This design comes from an exercise in tuning for small area, a short achievable clock period and few clock cycles per item on the open sky130 flow, not from production work.
Only simulation tests tie the RTL to the original design; equivalence was not proved.
Power figures rest on the tool's default switching activity, not on a simulated workload.

==> flow/design.v <==
`timescale 1ns / 1ps
module bin2BCD(
    input           clk,
    input           rst,
    input           en,
    input   [11:0]  bin_d_in,
    output  [15:0]  bcd_d_out,
    output          rdy
    );
    function [3:0] add3;
        input [3:0] d;
        reg o3;
        begin
            o3 = d[3] | (d[2] & (d[1] | d[0]));
            add3[3] = o3;
            add3[2] = (d[2] & ~d[1] & ~d[0]) | (d[3] & d[0]);
            add3[1] = (d[3] & ~d[0]) | (d[1] & ~d[2]) | (d[1] & d[0]);
            add3[0] = d[0] ^ o3;
        end
    endfunction
    function [27:0] step;
        input [27:0] x;
        begin
            step = {add3(x[27:24]), add3(x[23:20]), add3(x[19:16]), add3(x[15:12]), x[11:0]} << 1;
        end
    endfunction
    reg  [27:0] s1, s2;
    reg  [24:10] mid;
    reg         result_rdy;
    integer i;
    always @(*) begin
        s1 = {16'b0, bin_d_in};
        for (i = 0; i < 10; i = i + 1)
            s1 = step(s1);
    end
    always @(posedge clk) begin
        mid        <= s1[24:10];
        result_rdy <= en & ~rst;
    end
    always @(*) begin
        s2 = 28'b0;
        s2[24:10] = mid;
        for (i = 10; i < 12; i = i + 1)
            s2 = step(s2);
    end
    assign bcd_d_out = s2[27:12];
    assign rdy       = result_rdy;
endmodule
export LEC_CHECK = 0
export ABC_AREA = 1
export CAP_MARGIN = 20
export CORE_MARGIN = 2
export CORE_UTILIZATION = 40
export SLEW_MARGIN = 20
create_clock -name core_clock -period 5.0 [get_ports {clk}]
standard.sh (not shown) runs the stock make flow with config.mk's settings and CLKGATE_MAP_FILE= SYNTH_SCRIPT=/design/flow/synth_recipe.tcl, a recipe that flattens the netlist after the stock synthesis.
==> flow/flow/run.sh <==
#!/bin/bash
# Standard ORFS layout with two changes: the port buffers are buf_1, and
# synthesis maps the logic with the ABC script in flow/abc_area.script (a variant of ORFS's area script)
# (a copy of ORFS's scripts folder with only that file replaced).
set -euo pipefail
export BUFFER_PORTS_ARGS="-buffer_cell sky130_fd_sc_hd__buf_1"
rm -rf scripts_mod
cp -r "$FLOW_HOME/scripts" scripts_mod
cp flow/abc_area.script scripts_mod/abc_area.script
bash standard.sh SCRIPTS_DIR="$PWD/scripts_mod" synth > flow_synth.log 2>&1
bash standard.sh finish > flow_make.log 2>&1
==> flow/flow/abc_area.script <==
strash
balance
dch
if -K 4
mfs -W 12
strash
dch -f
map -B 0.9
topo
stime -c
buffer -c
upsize -c
dnsize -c
Testbench counts at the start, summed over its fixed seeds: cycles 8,000, items 4,000.
Rerun with:
==> flow/flow/run.sh (replaced) <==
#!/bin/bash
# Standard ORFS layout, with the smallest buffer (buf_1) as the port buffer.
set -euo pipefail
export BUFFER_PORTS_ARGS="-buffer_cell sky130_fd_sc_hd__buf_1"
bash standard.sh finish > flow_make.log 2>&1
- SETUP_SLACK_MARGIN: unset -> 2.2
removed: flow/flow/abc_area.script
=>
- The new run passed the timing, design-rule and antenna checks
- design area rises by 25%
- power is higher by 21%
- wire length goes up by 17%
- sequential power goes up by about 4%
- via count rises by 5.7%
- worst hold slack gets worse by 0.010 ns
- sequential share of layout area came out lower by 4.3 points
- non-clock buffer count came out higher by 14
- critical path depth rose by 9
- worst setup slack is better by 0.069 ns
- count of clock-buffer cells in the layout stays the same
Rerun with:
==> flow/flow/run.sh (replaced) <==
#!/bin/bash
# Standard ORFS layout with two changes: the port buffers are buf_1, and
# synthesis maps the logic with the ABC script in flow/abc_area.script (a variant of ORFS's area script)
# (a copy of ORFS's scripts folder with only that file replaced).
set -euo pipefail
export BUFFER_PORTS_ARGS="-buffer_cell sky130_fd_sc_hd__buf_1"
rm -rf scripts_mod
cp -r "$FLOW_HOME/scripts" scripts_mod
cp flow/abc_area.script scripts_mod/abc_area.script
bash standard.sh SCRIPTS_DIR="$PWD/scripts_mod" synth > flow_synth.log 2>&1
bash standard.sh finish > flow_make.log 2>&1
==> flow/flow/abc_area.script (new file) <==
strash
dch
map -B 0.9
topo
stime -c
upsize -c
dnsize -c
- SETUP_SLACK_MARGIN: 2.2 -> unset
Result: Global-route usage shrinks by 0.44 points. Power falls by roughly a tenth. Die area climbs slightly. Clock power went down slightly. Clock-buffer cell count does not change. Setup slack is worse by 0.072 ns. Worst hold slack improves by 0.0040 ns.

Starts from the design.v that is shown in full above.
clock: 5.0 ns
lec_check: 0
abc_area: 1
cap_margin: 20
core_margin: 2
core_utilization: 40
place_density: 0.95
slew_margin: 20
==> flow/flow/run.sh <==
#!/bin/bash
# Standard ORFS layout with two changes: the port buffers are buf_1, and
# synthesis maps the logic with the ABC script in flow/abc_area.script (a variant of ORFS's area script)
# (a copy of ORFS's scripts folder with only that file replaced).
set -euo pipefail
export BUFFER_PORTS_ARGS="-buffer_cell sky130_fd_sc_hd__buf_1"
rm -rf scripts_mod
cp -r "$FLOW_HOME/scripts" scripts_mod
cp flow/abc_area.script scripts_mod/abc_area.script
bash standard.sh SCRIPTS_DIR="$PWD/scripts_mod" synth > flow_synth.log 2>&1
bash standard.sh finish > flow_make.log 2>&1
==> flow/flow/abc_area.script <==
strash
dch
if -K 4
mfs -W 8
strash
dch
map -B 0.9
topo
stime -c
buffer -c
upsize -c
dnsize -c
Testbench counts at the start, summed over its fixed seeds: cycles 8,000, items 4,000.
Change:
CORE_UTILIZATION = 47   (was 40)
PLACE_DENSITY = not set   (was 0.95)
Effect: Power is higher by 3.3%. First-iteration DRC count is lower by 24%. Setup slack loses 8.2 ps. Synthesized cell count is unchanged. Die area is lower by 14%.
Change:
CORE_UTILIZATION = 70   (was 47)
Result: The changed run produced a clean layout. Die area goes down by 31%. Power goes up by 0.81%. Synthesized cell count is unchanged. Via count barely changes. Core utilization goes up by 25 points. Combinational power goes up by about 1%. Wire length goes down by 0.41%. Final area goes down by 1.2%.
Change:
--- a/flow/flow/run.sh
+++ b/flow/flow/run.sh
@@ -3 +3 @@
-# synthesis maps the logic with the ABC script in flow/abc_area.script (a variant of ORFS's area script)
+# synthesis maps the logic with the ABC script in flow/abc_area.script
==> flow/flow/abc_area.script (replaced) <==
strash
&get -n
&deepsyn -T 20
&put
balance; rewrite; refactor; balance; rewrite; rewrite -z; balance; refactor -z; rewrite -z; balance
dch -f
amap
topo
CORE_UTILIZATION = 40   (was 70)
After rerunning: Now the flow finished but failed the layout checks on negative setup slack; routed wire length increases by 44%; via count increases by 6.4%; sequential share of layout area decreases by 5.5 points; worst hold slack barely changes; non-clock buffer count increases by 49; die area increases by 47%; design area increases by 31%; power increases by 24%; synthesized cell count decreases by 19%; final cell count increases by 8.5%.

maple:
// bin2BCD: RTL as listed in full above, without the edits since
export LEC_CHECK = 0
export ABC_AREA = 1
export CAP_MARGIN = 20
export CORE_MARGIN = 2
export CORE_UTILIZATION = 55
export PLACE_DENSITY = 0.8
export SLEW_MARGIN = 20
create_clock -name core_clock -period 5.0 [get_ports {clk}]
==> flow/flow/run.sh <==
#!/bin/bash
# Standard ORFS layout with two changes: the port buffers are buf_1, and
# synthesis maps the logic with the ABC script in flow/abc_area.script (a variant of ORFS's area script)
# (a copy of ORFS's scripts folder with only that file replaced).
set -euo pipefail
export BUFFER_PORTS_ARGS="-buffer_cell sky130_fd_sc_hd__buf_1"
rm -rf scripts_mod
cp -r "$FLOW_HOME/scripts" scripts_mod
cp flow/abc_area.script scripts_mod/abc_area.script
bash standard.sh SCRIPTS_DIR="$PWD/scripts_mod" synth > flow_synth.log 2>&1
bash standard.sh finish > flow_make.log 2>&1
==> flow/flow/abc_area.script <==
strash
dc2
dch
if -K 4
mfs -W 8
strash
dc2
dch -f
map -B 0.9
topo
stime -c
buffer -c
upsize -c
dnsize -c
Testbench counts of maple, summed over its fixed seeds: cycles 8,000, items 4,000.
[inputs] cedar vs maple
- changing CORE_UTILIZATION from 55 to 40
- removing PLACE_DENSITY (formerly 0.8)
==> flow/flow/abc_area.script <==
strash
dch
if -K 3
mfs2 -W 8 -M 5000
strash
dch
map -B 0.9
topo
stime -c
buffer -c
upsize -c
dnsize -c
==> run summary <==
Having completed the whole flow, cedar delivered a layout that passed the timing, design-rule and antenna checks.
Slowest stage cell on the critical path = sky130_fd_sc_hd__dfxtp_1: cedar; slowest stage cell on the critical path = sky130_fd_sc_hd__o22ai_1: maple
cedar: power share of the combinational group is 2.7 points higher than what maple reported.
cedar and maple ended up with nearly the same share of total power consumed by net switching.
Taking maple over cedar, the total power of the final layout ratio works out to 0.935.
maple has higher maximum vdd ir drop than cedar.
Changes observed in cedar relative to maple: number of nets produced by synthesis rose 10, share of cells above drive strength 1 moved up, routed length on met3 -30 um.
cedar has more setup slack than maple.
The following lists how fjord was set up differently from cedar:
- an added PLACE_DENSITY of 0.8
- an added SETUP_SLACK_MARGIN of 2.6
- an added TNS_END_PERCENT of 0
-- flow/flow/run.sh --
<<< cedar, line 6
export BUFFER_PORTS_ARGS="-buffer_cell sky130_fd_sc_hd__buf_1"
rm -rf scripts_mod
>>> fjord, line 6
export BUFFER_PORTS_ARGS="-buffer_cell sky130_fd_sc_hd__buf_1"
export SETUP_MOVE_SEQUENCE="sizeup,swap"
rm -rf scripts_mod
==> flow/flow/abc_area.script <==
strash
dch
if -K 4
mfs -W 8
strash
dch
map -B 0.9
topo
stime -c
buffer -c
upsize -c
dnsize -c
==> comparison <==
- Looking at class of the most critical setup path, the input port to flop result is from fjord; the flop to output pin one comes from cedar.
- Diff cedar -> fjord: wire length went up about 0.44%, total routing resource utilization after global routing shows a reduction of 0.21 points, synthesized area fell 130 um^2.
- Of cedar and fjord, the lower clock share of power belongs to fjord.
- Arrival time of data at the critical path endpoint: fjord vs cedar up 1070 ps
What harbor does differently from fjord at the input level:
- removing TNS_END_PERCENT (formerly 0)
- removing SETUP_SLACK_MARGIN (formerly 2.6)
- removing PLACE_DENSITY (formerly 0.8)
==> flow/flow/run.sh <==
#!/bin/bash
# Standard ORFS layout with two changes: the port buffers are buf_1, and
# synthesis maps the logic with the ABC script in flow/abc_area.script (ORFS's area script without its buffering and sizing steps)
# (a copy of ORFS's scripts folder with only that file replaced).
set -euo pipefail
export BUFFER_PORTS_ARGS="-buffer_cell sky130_fd_sc_hd__buf_1"
rm -rf scripts_mod
cp -r "$FLOW_HOME/scripts" scripts_mod
cp flow/abc_area.script scripts_mod/abc_area.script
bash standard.sh SCRIPTS_DIR="$PWD/scripts_mod" synth > flow_synth.log 2>&1
bash standard.sh finish > flow_make.log 2>&1
==> flow/flow/abc_area.script <==
strash
dch
map -B 0.9
topo
- harbor | stages: all done | timing, DRC, antenna: all pass
- Re layout filler cell count: harbor and fjord aren't equal, and the lower value belongs to fjord.
- Areal power density over the cells came out higher on harbor than on fjord.
- Of harbor and fjord, the run reporting the higher count of cell types in the netlist was fjord.
- Delta (harbor minus fjord): sequential group share of total power now sits lower, fraction of standard cell area in multi-input logic now sits lower.
- According to the power report, total power for harbor is higher than for fjord.
- Between harbor and fjord, the post-route minimum period is higher for harbor.
- Re worst hold slack after final layout: fjord was higher than harbor.
- Going from fjord to harbor, wire length of the first global-routing pass shrank by a few percent.
### harbor -> willow
==> flow/flow/run.sh <==
#!/bin/bash
# Standard ORFS layout with two changes: the port buffers are buf_1, and
# synthesis maps the logic with the ABC script in flow/abc_area.script (a variant of ORFS's area script)
# (a copy of ORFS's scripts folder with only that file replaced).
set -euo pipefail
export BUFFER_PORTS_ARGS="-buffer_cell sky130_fd_sc_hd__buf_1"
export CTS_ARGS="-sink_clustering_enable -repair_clock_nets -sink_clustering_size 20 -sink_clustering_max_diameter 200"
rm -rf scripts_mod
cp -r "$FLOW_HOME/scripts" scripts_mod
cp flow/abc_area.script scripts_mod/abc_area.script
bash standard.sh SCRIPTS_DIR="$PWD/scripts_mod" synth > flow_synth.log 2>&1
bash standard.sh finish > flow_make.log 2>&1
==> flow/flow/abc_area.script <==
strash
dch
if -K 4
mfs -W 8
strash
dch
map -B 0.9
topo
stime -c
buffer -c
upsize -c
dnsize -c
### Flow results
Every stage of the flow completed for willow, and the final layout passed the timing, design-rule and antenna checks.
Going from harbor to willow, total detailed-routing wirelength grew by 1.6%, share of the clock period used by the worst path has decreased, clock group power decreased 3.1%, count of standard-cell rows went up.

## run 1
RTL: the design.v shown in full above, as it stands there.
Settings: LEC_CHECK=0, ABC_AREA=1, CAP_MARGIN=20, CORE_MARGIN=2, CORE_UTILIZATION=40, SLEW_MARGIN=20; clock period 5.0 ns.
==> flow/flow/run.sh <==
#!/bin/bash
# Standard ORFS layout with two changes: the port buffers are buf_1, and
# synthesis maps the logic with the ABC script in flow/abc_area.script (a variant of ORFS's area script)
# (a copy of ORFS's scripts folder with only that file replaced).
set -euo pipefail
export BUFFER_PORTS_ARGS="-buffer_cell sky130_fd_sc_hd__buf_1"
rm -rf scripts_mod
cp -r "$FLOW_HOME/scripts" scripts_mod
cp flow/abc_area.script scripts_mod/abc_area.script
bash standard.sh SCRIPTS_DIR="$PWD/scripts_mod" synth > flow_synth.log 2>&1
bash standard.sh finish > flow_make.log 2>&1
==> flow/flow/abc_area.script <==
strash
dch
if -K 4
mfs -W 10 -a
strash
dch
map -B 0.9
topo
stime -c
upsize -c
dnsize -c
Testbench counts of run 1, summed over its fixed seeds: cycles 8,000, items 4,000.
diff inputs: run 1 => run 2
- a change of CORE_UTILIZATION from 40 to 60
==> flow/flow/run.sh <==
#!/bin/bash
# Standard ORFS layout, with the smallest buffer (buf_1) as the port buffer.
set -euo pipefail
export BUFFER_PORTS_ARGS="-buffer_cell sky130_fd_sc_hd__buf_1"
bash standard.sh finish > flow_make.log 2>&1
removed: flow/flow/abc_area.script
==> comparison <==
Looking at the reports, run 2 completed the entire flow and the layout it produced met the timing, design-rule and antenna checks.
In the flow results for run 1 and run 2, the power consumed by combinational cells is smaller on run 1.
Going from run 1 to run 2, data arrival time of the critical path rose 1.26 ns; number of buffers outside the clock class in the layout about even; post-synthesis compound-gate area fraction fell 4.4 points; critical path depth rose 14; count of clock-buffer cells in the layout rose 1.
#### Input delta (run 3 over run 2)
- CORE_UTILIZATION changed from 60 to 40
==> flow/flow/run.sh <==
#!/bin/bash
# Standard ORFS layout with two changes: the port buffers are buf_1, and
# synthesis maps the logic with the ABC script in flow/abc_area.script (a variant of ORFS's area script)
# (a copy of ORFS's scripts folder with only that file replaced).
set -euo pipefail
export BUFFER_PORTS_ARGS="-buffer_cell sky130_fd_sc_hd__buf_1"
rm -rf scripts_mod
cp -r "$FLOW_HOME/scripts" scripts_mod
cp flow/abc_area.script scripts_mod/abc_area.script
bash standard.sh SCRIPTS_DIR="$PWD/scripts_mod" synth > flow_synth.log 2>&1
bash standard.sh finish > flow_make.log 2>&1
==> flow/flow/abc_area.script (new file) <==
strash
dch
if -K 4
mfs -W 8
strash
dch
map -B 0.9
topo
stime -c
buffer -c
upsize -c
dnsize -c
==> run summary <==
Compared with run 2, run 3 supports a higher clock frequency. Run 3 against run 2: area of the placeable core shows an increase of 960 sq um, met1 track demand over resource in global routing shows a reduction of 3.8 points. Run 3 was carried through to the last stage, and its layout satisfied the timing, design-rule and antenna checks. Setup slack in run 3 is larger than in run 2. When the final numbers for run 2 and run 3 were put side by side, the design area turned out to be smaller in run 3. Wire length of the first global-routing pass down 780 um in run 3 wrt run 2. The clock transition at the registers of the reported paths of run 3 and that of run 2 are within noise of each other. Comparing run 2 and run 3, total design power is lower on run 3.
#### Input delta (run 4 over run 3)
- PLACE_DENSITY: unset -> 0.8
Results
In the reports for run 4 and run 3, the larger clock share of power belongs to run 3. Diff run 4 and run 3: largest net degree at the start of global routing lower in run 4. Run 3 → run 4: required time of the worst setup path shows an increase of 0.04 ns, post-route clock period utilization shows a reduction of 0.47 points, final area went down by 0.99%, share of the final layout cell area in sequential cells moved up. Run 3 has a higher critical path depth than run 4.
The inputs of run 5 differ from those of run 4 as listed below.
- removing PLACE_DENSITY (formerly 0.8)
==> flow/flow/abc_area.script <==
strash
balance
dch
if -K 4 -a
mfs -W 8
strash
dch -f
map -B 0.9
topo
stime -c
upsize -c
dnsize -c
==> comparison <==
Total power in run 5 vs run 4: up 5.6%
Compared with run 4, run 5 shows overall die area that has gone up by a few percent.
Run 4 → run 5: final period demand of the worst path climbed 0.046 ns, routed wire length fell by 120 um.
Going from run 4 to run 5, post-route fraction of the period consumed by the critical path went up by 0.92 points, power share of the clock group went up by 2.4 points, power in sequential cells was more or less identical, least setup slack across all paths after layout went down by 0.046 ns, maximum level of the CTS H-tree was more or less identical.
Average size of a mapped cell (run 5 vs. run 4) increases by a few percent

-- re-timing with driven ports --
The flow's constraints put no driver on any port. The routed layouts listed below were extracted and timed again, unchanged, in two steps. Step 1 assumes that a clkbuf_16 drives the clock port and a buf_2 every other input. Step 2 moves the port delays by t, midway between the first and last clock arrival at a register: inputs arrive t later, outputs are due t later. That takes back most of the time a late clock gives input paths. a / b / c = ideal / step 1 / step 2; a / b = the first two.
| run | t, ns | setup WS [ns] | clock arrival spread, ns |
|---|---|---|---|
| the first run of note 1 | 0.297 | 2.108 / 2.086 / 1.813 | 0.002 / 0.002 |
| the second run of note 1 | 0.304 | 2.177 / 2.158 / 1.854 | 0.008 / 0.008 |
| the third run of note 1 | 0.298 | 2.105 / 2.103 / 1.805 | 0.005 / 0.006 |
| the first run of note 2 | 0.291 | 2.074 / 2.070 / 1.779 | 0.002 / 0.002 |
| the second run of note 2 | 0.295 | 2.066 / 2.062 / 1.766 | 0.003 / 0.003 |
| the third run of note 2 | 0.298 | 2.099 / 2.082 / 1.794 | 0.001 / 0.001 |
| the fourth run of note 2 | 0.299 | -0.164 / -0.191 / -0.490 | 0.003 / 0.003 |
| maple | 0.304 | 1.953 / 1.952 / 1.648 | 0.002 / 0.002 |
| cedar | 0.295 | 2.121 / 2.103 / 1.939 | 0.004 / 0.004 |
| fjord | 0.280 | 2.221 / 2.188 / 1.908 | 0.004 / 0.003 |
| harbor | 0.297 | 1.536 / 1.532 / 1.235 | 0.010 / 0.010 |
| willow | 0.292 | 2.103 / 2.102 / 1.810 | 0.004 / 0.004 |
| run 1 | 0.290 | 2.055 / 2.035 / 1.871 | 0.003 / 0.003 |
| run 2 | 0.297 | 1.976 / 1.976 / 1.679 | 0.005 / 0.005 |
| run 3 | 0.292 | 2.103 / 2.102 / 1.810 | 0.004 / 0.004 |
| run 4 | 0.293 | 2.127 / 2.108 / 1.832 | 0.004 / 0.004 |
| run 5 | 0.297 | 2.081 / 2.057 / 1.814 | 0.001 / 0.001 |
For the fourth run of note 2, which loses most, drivers alone change the setup slack by -0.027 ns; drivers and shift together by -0.326 ns.
